This is an optimization exercise on Yosys and OpenROAD, whose aim is small area and a short achievable clock period, not a production implementation.
Only simulation tests tie the RTL to the original design; equivalence was not proved.
Power is estimated from default activity; no workload was simulated.

**flow/constraint.sdc**
```tcl
create_clock -name core_clock -period 6.0 [get_ports {clk}]
set_input_delay 1.2000 -clock core_clock [delete_from_list [all_inputs] [get_ports {clk}]]
set_output_delay 1.2000 -clock core_clock [all_outputs]
set_load 0.01 [all_outputs]
```
**flow/flow/run.sh**
```bash
#!/bin/bash
set -euo pipefail
export BUFFER_PORTS_ARGS="-buffer_cell sky130_fd_sc_hd__buf_1"
bash standard.sh > standard.log 2>&1
```
**flow/design.v**
```verilog
module float_add_lz(d, z, v);
    input  wire [63:0] d;
    output wire [5:0]  z;
    output wire        v;
    wire [31:0] v1;  wire [31:0]  z1;
    wire [15:0] v2;  wire [31:0]  z2;
    wire [7:0]  v3;  wire [23:0]  z3;
    wire [3:0]  v4;  wire [15:0]  z4;
    wire [1:0]  v5;  wire [9:0]   z5;
    genvar i;
    generate
        for (i = 0; i < 32; i = i + 1) begin : l1
            assign v1[i] = d[2*i+1] | d[2*i];
            assign z1[i] = ~d[2*i+1];
        end
        for (i = 0; i < 16; i = i + 1) begin : l2
            assign v2[i] = v1[2*i+1] | v1[2*i];
            assign z2[2*i+1:2*i] = v1[2*i+1] ? {1'b0, z1[2*i+1]} : {1'b1, z1[2*i]};
        end
        for (i = 0; i < 8; i = i + 1) begin : l3
            assign v3[i] = v2[2*i+1] | v2[2*i];
            assign z3[3*i+2:3*i] = v2[2*i+1] ? {1'b0, z2[4*i+3:4*i+2]} : {1'b1, z2[4*i+1:4*i]};
        end
        for (i = 0; i < 4; i = i + 1) begin : l4
            assign v4[i] = v3[2*i+1] | v3[2*i];
            assign z4[4*i+3:4*i] = v3[2*i+1] ? {1'b0, z3[6*i+5:6*i+3]} : {1'b1, z3[6*i+2:6*i]};
        end
        for (i = 0; i < 2; i = i + 1) begin : l5
            assign v5[i] = v4[2*i+1] | v4[2*i];
            assign z5[5*i+4:5*i] = v4[2*i+1] ? {1'b0, z4[8*i+7:8*i+4]} : {1'b1, z4[8*i+3:8*i]};
        end
    endgenerate
    assign v = v5[1] | v5[0];
    assign z = v5[1] ? {1'b0, z5[9:5]} : {1'b1, z5[4:0]};
endmodule
module float_add(clk, rst, i_cip, i_vstart, i_vector_length, i_sj, i_sk,
                 i_v0, i_v1, i_v2, i_v3, i_v4, i_v5, i_v6, i_v7,
                 o_busy, o_result, err);
    input  wire        clk;
    input  wire        rst;
    input  wire [15:0] i_cip;
    input  wire        i_vstart;
    input  wire [6:0]  i_vector_length;
    input  wire [63:0] i_sj;
    input  wire [63:0] i_sk;
    input  wire [63:0] i_v0;
    input  wire [63:0] i_v1;
    input  wire [63:0] i_v2;
    input  wire [63:0] i_v3;
    input  wire [63:0] i_v4;
    input  wire [63:0] i_v5;
    input  wire [63:0] i_v6;
    input  wire [63:0] i_v7;
    output reg  [63:0] o_result;
    output wire        o_busy;
    output wire        err;
    reg [6:0] reservation_time;
    reg [2:0] cur_j, cur_k;
    reg       busy_q;
    wire [6:0] rt_next = rst ? 7'h7f :
                         i_vstart ? i_vector_length :
                         (reservation_time != 7'h7f) ? reservation_time - 7'd1 :
                         reservation_time;
    always @(posedge clk) begin
        reservation_time <= rt_next;
        busy_q <= ~rt_next[6] | (rt_next[5:0] == 6'd0);
        if (i_vstart) begin
            cur_j <= i_cip[5:3];
            cur_k <= i_cip[2:0];
        end
    end
    assign o_busy = busy_q;
    wire scalar = &reservation_time;
    reg [63:0] vj, vk;
    always @* begin
        case (cur_j)
            3'd0: vj = i_v0;  3'd1: vj = i_v1;  3'd2: vj = i_v2;  3'd3: vj = i_v3;
            3'd4: vj = i_v4;  3'd5: vj = i_v5;  3'd6: vj = i_v6;  default: vj = i_v7;
        endcase
        case (cur_k)
            3'd0: vk = i_v0;  3'd1: vk = i_v1;  3'd2: vk = i_v2;  3'd3: vk = i_v3;
            3'd4: vk = i_v4;  3'd5: vk = i_v5;  3'd6: vk = i_v6;  default: vk = i_v7;
        endcase
    end
    wire [63:0] a = scalar ? i_sj : vj;
    wire [63:0] b = scalar ? i_sk : vk;
    wire [14:0] ea = a[62:48];
    wire [14:0] eb = b[62:48];
    wire        jgt = ea > eb;
    wire [5:0]  d_ab = ea[5:0] - eb[5:0];
    wire [5:0]  d_ba = eb[5:0] - ea[5:0];
    wire        big_diff = ({1'b0, ea} > {1'b0, eb} + 16'd48) |
                           ({1'b0, eb} > {1'b0, ea} + 16'd48);
    wire        is_add = (i_cip[15:9] == 7'b0110010);
    reg [47:0] ca1, cb1;
    reg [14:0] e1;
    reg [5:0]  sh1;
    reg        jgt1, sa1, sub1, err_q;
    always @(posedge clk) begin
        ca1   <= a[47:0];
        cb1   <= b[47:0];
        e1    <= jgt ? ea : eb;
        sh1   <= jgt ? d_ab : d_ba;
        jgt1  <= jgt;
        sa1   <= a[63];
        sub1  <= a[63] ^ b[63] ^ ~is_add;
        err_q <= big_diff;
    end
    assign err = err_q;
    wire [47:0] x1 = jgt1 ? ca1 : cb1;
    wire [47:0] y1 = jgt1 ? cb1 : ca1;
    reg [47:0] x2, y2;
    reg [14:0] e2;
    reg        jgt2, sa2, sub2;
    always @(posedge clk) begin
        x2   <= x1;
        y2   <= y1 >> sh1;
        e2   <= e1 + 15'd1;
        jgt2 <= jgt1;
        sa2  <= sa1;
        sub2 <= sub1;
    end
    wire [47:0] s0, s1;
    wire        c0, c1;
    fadd_cadd48 u_add(.x(x2), .y(y2 ^ {48{sub2}}), .s0(s0), .s1(s1), .c0(c0), .c1(c1));
    wire [48:0] s2 = sub2 ? (c0 ? {1'b0, s1} : {1'b0, ~s0}) : {c0, s0};
    wire        a_gt_b = jgt2 ? c0 : ~c1;
    reg [48:0] s3;
    reg [14:0] e3;
    reg        sg3;
    always @(posedge clk) begin
        s3  <= s2;
        e3  <= e2;
        sg3 <= sa2 ^ (sub2 & ~a_gt_b);
    end
    wire [5:0] lz;
    wire       nz;
    float_add_lz u_lz(.d({s3, 15'h7fff}), .z(lz), .v(nz));
    wire       zero3 = ~|s3;
    reg [48:0] t4;
    reg [3:0]  lz4;
    reg [14:0] e4;
    reg        sg4;
    always @(posedge clk) begin
        t4  <= s3 << {lz[5:4], 4'b0};
        lz4 <= lz[3:0];
        e4  <= zero3 ? 15'd0 : e3 - {9'd0, lz};
        sg4 <= sg3;
    end
    wire [48:0] t5 = t4 << lz4;
    reg  [63:0] r5;
    always @(posedge clk) begin
        r5       <= {sg4, e4, t5[48:1]};
        o_result <= r5;
    end
endmodule
module fadd_cadd48(x, y, s0, s1, c0, c1);
    input  wire [47:0] x, y;
    output wire [47:0] s0, s1;
    output wire        c0, c1;
    wire [47:0] g [0:6];
    wire [47:0] p [0:6];
    assign g[0] = x & y;
    assign p[0] = x ^ y;
    genvar l, i;
    generate
        for (l = 0; l < 6; l = l + 1) begin : lev
            for (i = 0; i < 48; i = i + 1) begin : bt
                if ((i >> l) & 1) begin : comb
                    localparam integer J = ((i >> l) << l) - 1;
                    assign g[l+1][i] = g[l][i] | (p[l][i] & g[l][J]);
                    assign p[l+1][i] = p[l][i] & p[l][J];
                end else begin : pass
                    assign g[l+1][i] = g[l][i];
                    assign p[l+1][i] = p[l][i];
                end
            end
        end
    endgenerate
    wire [48:0] cg = {g[6], 1'b0};
    wire [48:0] cp = {p[6], 1'b1};
    assign s0 = p[0] ^ cg[47:0];
    assign s1 = p[0] ^ (cg[47:0] | cp[47:0]);
    assign c0 = cg[48];
    assign c1 = cg[48] | cp[48];
endmodule
```
**flow/config.mk**
```make
export PLATFORM = sky130hd
export DESIGN_NAME = float_add
export DESIGN_NICKNAME = float_add
export VERILOG_FILES = /design/flow/design.v
export SDC_FILE = /design/flow/constraint.sdc
export NUM_CORES = 4
export LEC_CHECK = 0
export CAP_MARGIN = 20
export CORE_MARGIN = 2
export CORE_UTILIZATION = 60
export SETUP_SLACK_MARGIN = 3.6
export SLEW_MARGIN = 20
```
**flow/standard.sh**
```bash
#!/bin/bash
# synth_recipe.tcl (not shown) runs the flow's synth.tcl, then flattens the netlist and writes it again
# the make line also repeats each setting of config.mk as NAME=value (left out here)
make -C /OpenROAD-flow-scripts/flow DESIGN_CONFIG=/design/flow/config.mk WORK_HOME=/design/flow/orfs CLKGATE_MAP_FILE= SYNTH_SCRIPT=/design/flow/synth_recipe.tcl "${@:-finish}"
```
==> results of run 1 <==
-- through the flow --
step	util	hold WS, ps	cells	setup WS, ps	instance area (um^2)
CTS	0.7920	323.1	5211	2203	42700
detailed placement	0.6719	312.1	4883	1265	36230
global placement	0.6719	309.8	4883	1345	36230
floorplan	-	309.6	3659	2164	33330
-- logic make-up after synthesis --
| family | share of synthesized area |
|---|---|
| muxes | 0.2276 |
| buffers and inverters | 0.04551 |
| DFF | 0.3137 |
| AOI/OAI and AO/OA | 0.1886 |
| adders and majority gates | 0.04402 |
| and+or+nand+nor | 0.1411 |
| xor gates and xnor gates | 0.03952 |
-- worst min-delay path by stage --
stage / startpoint / to / slack, ps / depth (start not counted)
floorplan: e2[0] / e3[0] / 310 / 0
global placement: e2[8] / e3[8] / 310 / 0
detailed placement: e2[8] / e3[8] / 310 / 0
CTS: r5[15] / o_result[15] / 320 / 0
-- power by group through the flow --
stage / Sequential [mW] / Combinational [mW] / Clock [mW]
floorplan: 5.76 / 9.54 / 0
global placement: 6.20 / 12.2 / 0
detailed placement: 6.27 / 12.5 / 0
CTS: 6.19 / 16.2 / 3.40
-- metal layers --
layer  global-route usage  overflow
met5               0.6537         8
met4               0.8683       164
met3               0.7988        61
met2               0.9848       200
met1               0.8889        53
-- what timing repair did --
item / in CTS
pin swaps: 129
cloned: 41
gates resized for setup: 506
setup endpoints to repair: 276
hold endpoints to repair: 0
setup buffers: 194
==> impl_results.md, run 1 <==
- Status: stopped before the end
- Exit stage: global routing (5_1_grt)
- First error: [ERROR GRT-0232] Routing congestion too high. Check the congestion heatmap in the GUI.
- Worst EP kind: register data pin
- CTS Buf Count: 50
- GPL Wtd Cong: 1.235
- Chip Height: 237.8 um
- Synth top area share: 0.3082
- Biggest area consumer among synthesized cells: dfxtp_1
- Largest net degree at the start of global routing: 83
- Die X: 237.8 um
- Ys Warns: 2
- Post-synth EDFFs: 6
- Sink Count: 511
- Post-Synthesis Cell Area: 32800 um^2
- I/O pins: 732
- Global Route Usage Sum: 0.8870
- Top_reg_cell synth: dfxtp_1
- Synthesized Nets: 4435
- Top-count cell post-synth: dfxtp_1
- Ys async rst share: 0
- FF+latch count, synth: 511
- Netlist cell types: 86
- Seq/Total Area, Yosys: 0.3137
- Num rows: 85
- Root Buffer: clkbuf_16
- H-Tree Depth: 2
- Input/output buffers: 728
- Top cells by area, synth: dfxtp_1 31%, mux4_2 11%, mux2i_1 6.6%
- Grt ovf: 486
- HPWL reported at the end of detailed placement: 132.1 mm
- Synth top cells by count: 505 x dfxtp_1, 408 x nand2_1, 316 x nor2_1
- Clk buf depth: 3
- CTS Hold Bufs: 0
- Gate Count Post-Synth: 3659
- Crit. endpoint post-GRT repair: err_q$_DFF_P_/D
- Initial Utilization: 0.6083
- Syn avg cell area: 8.964 um^2
==> run 2: changes to the inputs <==
==> flow/run.sh (new file) <==
#!/bin/bash
# synth_recipe.tcl (not shown) runs the flow's synth.tcl, then flattens the netlist and writes it again
# the make line also repeats each setting of config.mk as NAME=value (left out here)
make -C /OpenROAD-flow-scripts/flow DESIGN_CONFIG=/design/flow/config.mk WORK_HOME=/design/flow/orfs CLKGATE_MAP_FILE= SYNTH_SCRIPT=/design/flow/synth_recipe.tcl finish
removed: flow/flow/run.sh
removed: flow/standard.sh
==> run 2 against run 1 <==
Against the previous run: the run again fails in global routing (5_1_grt); synthesized cell count is the same; synthesized area is the same.
==> impl_results.md, run 2 <==
- Status: stopped before the end
- Exit stage: global routing (5_1_grt)
- First error: [ERROR GRT-0232] Routing congestion too high. Check the congestion heatmap in the GUI.
- GPL Wtd Cong: 1.242
- Post-synth EDFFs: 6
- Num rows: 85
- Ys Warns: 2
- Syn avg cell area: 8.964 um^2
- Global Route Usage Sum: 0.9176
- Initial Utilization: 0.6083
- Top_reg_cell synth: dfxtp_1
- Post-Synthesis Cell Area: 32800 um^2
- HPWL reported at the end of detailed placement: 131.9 mm
- Crit. endpoint post-GRT repair: e4[14]$_SDFF_PN0_/D
- Sink Count: 511
- Netlist cell types: 86
- Synth top cells by count: 505 x dfxtp_1, 408 x nand2_1, 316 x nor2_1
- FF+latch count, synth: 511
- Gate Count Post-Synth: 3659
- CTS Buf Count: 50
- Largest net degree at the start of global routing: 65
- Root Buffer: clkbuf_16
- Seq/Total Area, Yosys: 0.3137
- Worst EP kind: register data pin
- H-Tree Depth: 2
- Top-count cell post-synth: dfxtp_1
- Cells after DPL: 4886
- Clk buf depth: 3
- Input/output buffers: 728
- Chip Height: 237.8 um
- I/O pins: 732
- Synthesized Nets: 4435
- Synth top area share: 0.3082
- Grt ovf: 921
- Biggest area consumer among synthesized cells: dfxtp_1
- Place WS: 968.3 ps
- Top cells by area, synth: dfxtp_1 31%, mux4_2 11%, mux2i_1 6.6%
- CTS Hold Bufs: 0
- Ys async rst share: 0
- Die X: 237.8 um
-- run 2: cells by family after synthesis --
family / count (synthesis) / share of synthesized area
mux: 521 / 0.2276
fa+ha+maj: 110 / 0.04402
compound gates: 967 / 0.1886
buf+inv: 365 / 0.04551
xor+xnor: 148 / 0.03952
flops: 511 / 0.3137
simple gates: 1037 / 0.1411
-- run 2: worst min path at each step --
stage | from | end | slack, ps | depth (start not counted)
after CTS | e2[4] | e3[4] | 310 | 0
after floorplan | e2[0] | e3[0] | 310 | 0
after global placement | r5[38] | o_result[38] | 310 | 0
after detailed placement | e2[3] | e3[3] | 310 | 0
-- run 2: timing repair --
item                                    in CTS
buffers inserted                           214
pin swaps                                  137
endpoints found under the setup margin     362
gates resized for setup                    809
cloned                                      27
-- run 2: through the flow --
step	power (mW)	instance area, um^2
2_1_floorplan	15.30	33330
3_3_place_gp	18.98	40790
3_5_place_dp	19.47	40790
4_1_cts	26.18	46760
-- run 2: power groups by stage --
stage	sequential, mW	combinational (mW)	clock [mW]
4_1_cts	6.26	16.7	3.25
3_5_place_dp	6.33	13.1	0
3_3_place_gp	6.22	12.8	0
2_1_floorplan	5.76	9.54	0
-- run 2: layer usage --
metal,track usage,overflow
met1,0.8941,112
met2,1.015,393
met3,0.8302,99
met4,0.9676,311
met5,0.6667,6
==> run 3: changes to the inputs <==
--- a/flow/config.mk
+++ b/flow/config.mk
@@ -7,6 +7,6 @@
 export LEC_CHECK = 0
+export ABC_CLOCK_PERIOD_IN_PS = 2000
 export CAP_MARGIN = 20
 export CORE_MARGIN = 2
-export CORE_UTILIZATION = 60
-export SETUP_SLACK_MARGIN = 3.6
+export CORE_UTILIZATION = 40
 export SLEW_MARGIN = 20
==> run 3 against run 2 <==
Against the previous run: the run now finishes clean; synthesized cell count unchanged; synthesized area stayed put.
==> impl_results.md, run 3 <==
- RSZ-0062 raised after global routing: false
- Gate Count Post-Synth: 3659
- Leakage power: 16.81 nW
- Worst Path Arrival: 5510 ps
- Die X: 290.4 um
- Drt total wl: 166.8 mm
- Ys Warns: 2
- I/O pins: 732
- PostCTS Resize Cnt: 0
- Area of the core: 81580 um^2
- Hold Violations, Final: 0
- Top-count cell post-synth: dfxtp_1
- CTS Buf Count: 55
- Top cells by area, synth: dfxtp_1 31%, mux4_2 11%, mux2i_1 6.6%
- Setup TNS: 0 ps
- Synth top area share: 0.3082
- WL/cell: 30.67 um
- Post-synth EDFFs: 6
- Element type at the critical path end: register
- Share of cells above drive strength 1: 0.1233
- Initial DRT Pass Iterations: 6
- Regs by FF count: o_result: 64 flops, r5: 64 flops
- Final nets: 5032
- Num rows: 105
- Crit-path max cell delay: 700 ps
- Startpoint types: register
- WS Path Type: reg2reg
- VDD IR max: 0.3422 mV
- Worst skew pair latency: 670 ps
- Pwr/cell area: 540.7 nW/um^2
- Via Count: 33.13k
- Post-CTS setup buffer count: 0
- Most frequent cells in the layout: 728 x clkdlybuf4s50_1, 496 x dfxtp_1, 408 x nand2_1, 315 x nor2_1, 294 x o21ai_0
- Grt ovf: 0
- Vias in the first global route: 30.84k
- Synthesized Nets: 4435
- Ys async rst share: 0
- Sink Count: 511
- Seq/Total Area, Yosys: 0.3137
- Most common cell after layout, fill and taps aside: clkdlybuf4s50_1
- Top_reg_cell synth: dfxtp_1
- Antenna Nets Post-Route: 0
- Chip Height: 290.4 um
- Clk buf depth: 3
- Worst EP required: 6570 ps
- Worst Skew: 93.87 ps
- Setup Viol. Count Final: 0
- Post-Synthesis Cell Area: 32800 um^2
- Syn avg cell area: 8.964 um^2
- Die ar.: 84310 um^2
- Biggest area consumer among synthesized cells: dfxtp_1
- Power Total: 23.33 mW
- Worst-path maximum fanout: 18
- Worst Max-Slew Pin Slew: 1062 ps
- Most frequent cell on the critical path: o21ai_0
- Achievable clock frequency: 202.3 MHz
- Largest net degree at the start of global routing: 111
- Input/output buffers: 728
- Root Buffer: clkbuf_16
- Synth top cells by count: 505 x dfxtp_1, 408 x nand2_1, 316 x nor2_1
- FF+latch count, synth: 511
- Crit path buf inv count: 4
- Worst Hold Class: reg2reg
- Initial DRC count: 4325
- GPL Wtd Cong: 1.070
- CTS Hold Bufs: 0
- First-pass GRT wire length: 231.4 mm
- Cell Chain, Critical Path: buf_4, buf_4, mux2i_1, nor2_1, a21oi_1, o221ai_1, o21ai_0, nor2_1, a21oi_1, inv_1, ha_1, nor2b_1, o21ai_0, a21boi_0, o21ai_0, a21boi_0, o21ai_0, a21oi_2, buf_4, mux2i_1
- Min cycle time layout: 4942 ps
- Max capacitance violation total: 0
- Status: complete, no violations
- Slew HR: 0.2844
- Initial antenna violation count: 124
- Slew Viols, Final: 0
- CP top delay family: compound AO/OA/AOI/OAI gates
- Remaining DRCs: 0
- Initial Utilization: 0.4020
- Final period util: 0.8237
- CTS tree: done
- P&R area growth vs syn: 31.58%
- Netlist cell types: 86
- H-Tree Depth: 2
- Global Route Usage Sum: 0.3817
- Avg Vias per Cell: 6.093
- Reg2reg setup slack: 1060 ps
- HPWL reported at the end of detailed placement: 137.7 mm
- Slowest CP cell: edfxtp_1
- Clk slew on worst S/H paths: 70 ps
-- run 3: layer usage --
metal / global-route usage / part of all wire / vias to the layer above
met2: 0.5495 / 0.42 / 2085
met4: 0.1424 / 0.036 / 52
li1: - / - / 14751
met1: 0.5230 / 0.41 / 15940
met5: 0 / 0.0019 / -
met3: 0.1339 / 0.13 / 305
-- run 3: cell families (layout without fill, tap and decap cells) --
kind of cell / count (synthesis) / after routing / synth area share
buffers and inverters: 365 / 1005 / 0.04551
other: 0 / 69 / 0
AOI/OAI and AO/OA: 967 / 967 / 0.1886
adders and majority gates: 110 / 110 / 0.04402
DFF: 511 / 511 / 0.3137
and+or+nand+nor: 1037 / 1037 / 0.1411
muxes: 521 / 521 / 0.2276
xor gates and xnor gates: 148 / 148 / 0.03952
-- run 3: worst paths after layout --
check	startpoint	to	cells after the start
min	r5[54]	o_result[54]	0
min reg2reg	r5[54]	o_result[54]	0
max	cur_k[1]	e1[4]	20
max reg2reg	cur_k[1]	e1[4]	20
-- run 3: cell type report --
cell class                 instances  area, um^2
sequential                       511       10310
timing repair buffer             817        8005
fill                            7683       38430
inverter                          88       330.3
antenna                           69       172.7
tap                             1070        1339
multi-input combinational       2783       21040
clock inverter                    28       410.4
clock buffer                      72        1550
-- run 3: through the flow --
step                      setup slack (ps)  hold slack, ps  cell area (um^2)  std cells    util
after floorplan                       1358           309.6             32800       3659       -
after global placement               672.5           310.1             41020       5268  0.5028
after detailed placement             570.0           311.8             41020       5268  0.5028
after CTS                             1016           321.9             42980       5368  0.5268
after global routing                 631.5           327.0             43080       5406  0.5280
final                                 1058           320.9             43160       5438  0.5290
-- run 3: where the power goes --
group | internal (mW) | switching, mW | leakage [nW]
clock network | 2.14 | 1.51 | 0.959
registers | 5.04 | 1.22 | 4.31
logic | 5.81 | 7.62 | 11.5
total | 13.0 | 10.4 | 16.8

## static timing again, ports no longer ideal
No port has a modelled driver above. Below, the same layout with a new extraction and two added sets of constraints.
Step 1, drivers: a clkbuf_16 drives clk and a buf_2 each remaining input, both assumed.
Step 2 moves the port delays by t, midway between the first and last clock arrival at a register: inputs arrive t later, outputs are due t later. That takes back most of the time a late clock gives input paths.
Slacks: ideal ports / drivers / drivers and shift; pairs: ideal ports / drivers.
run: run 3
t, ns: 0.680
setup slack, ns: 1.058 / 1.058 / 0.527
hold WS [ns]: 0.321 / 0.321 / 0.321
clock arrival spread, ns: 0.094 / 0.093
cell pins on the clock port's net: 1
After both steps setup and hold are still met in run 3. The setup slack of run 3 moves by 0.000 ns with the drivers and by -0.531 ns with both steps.
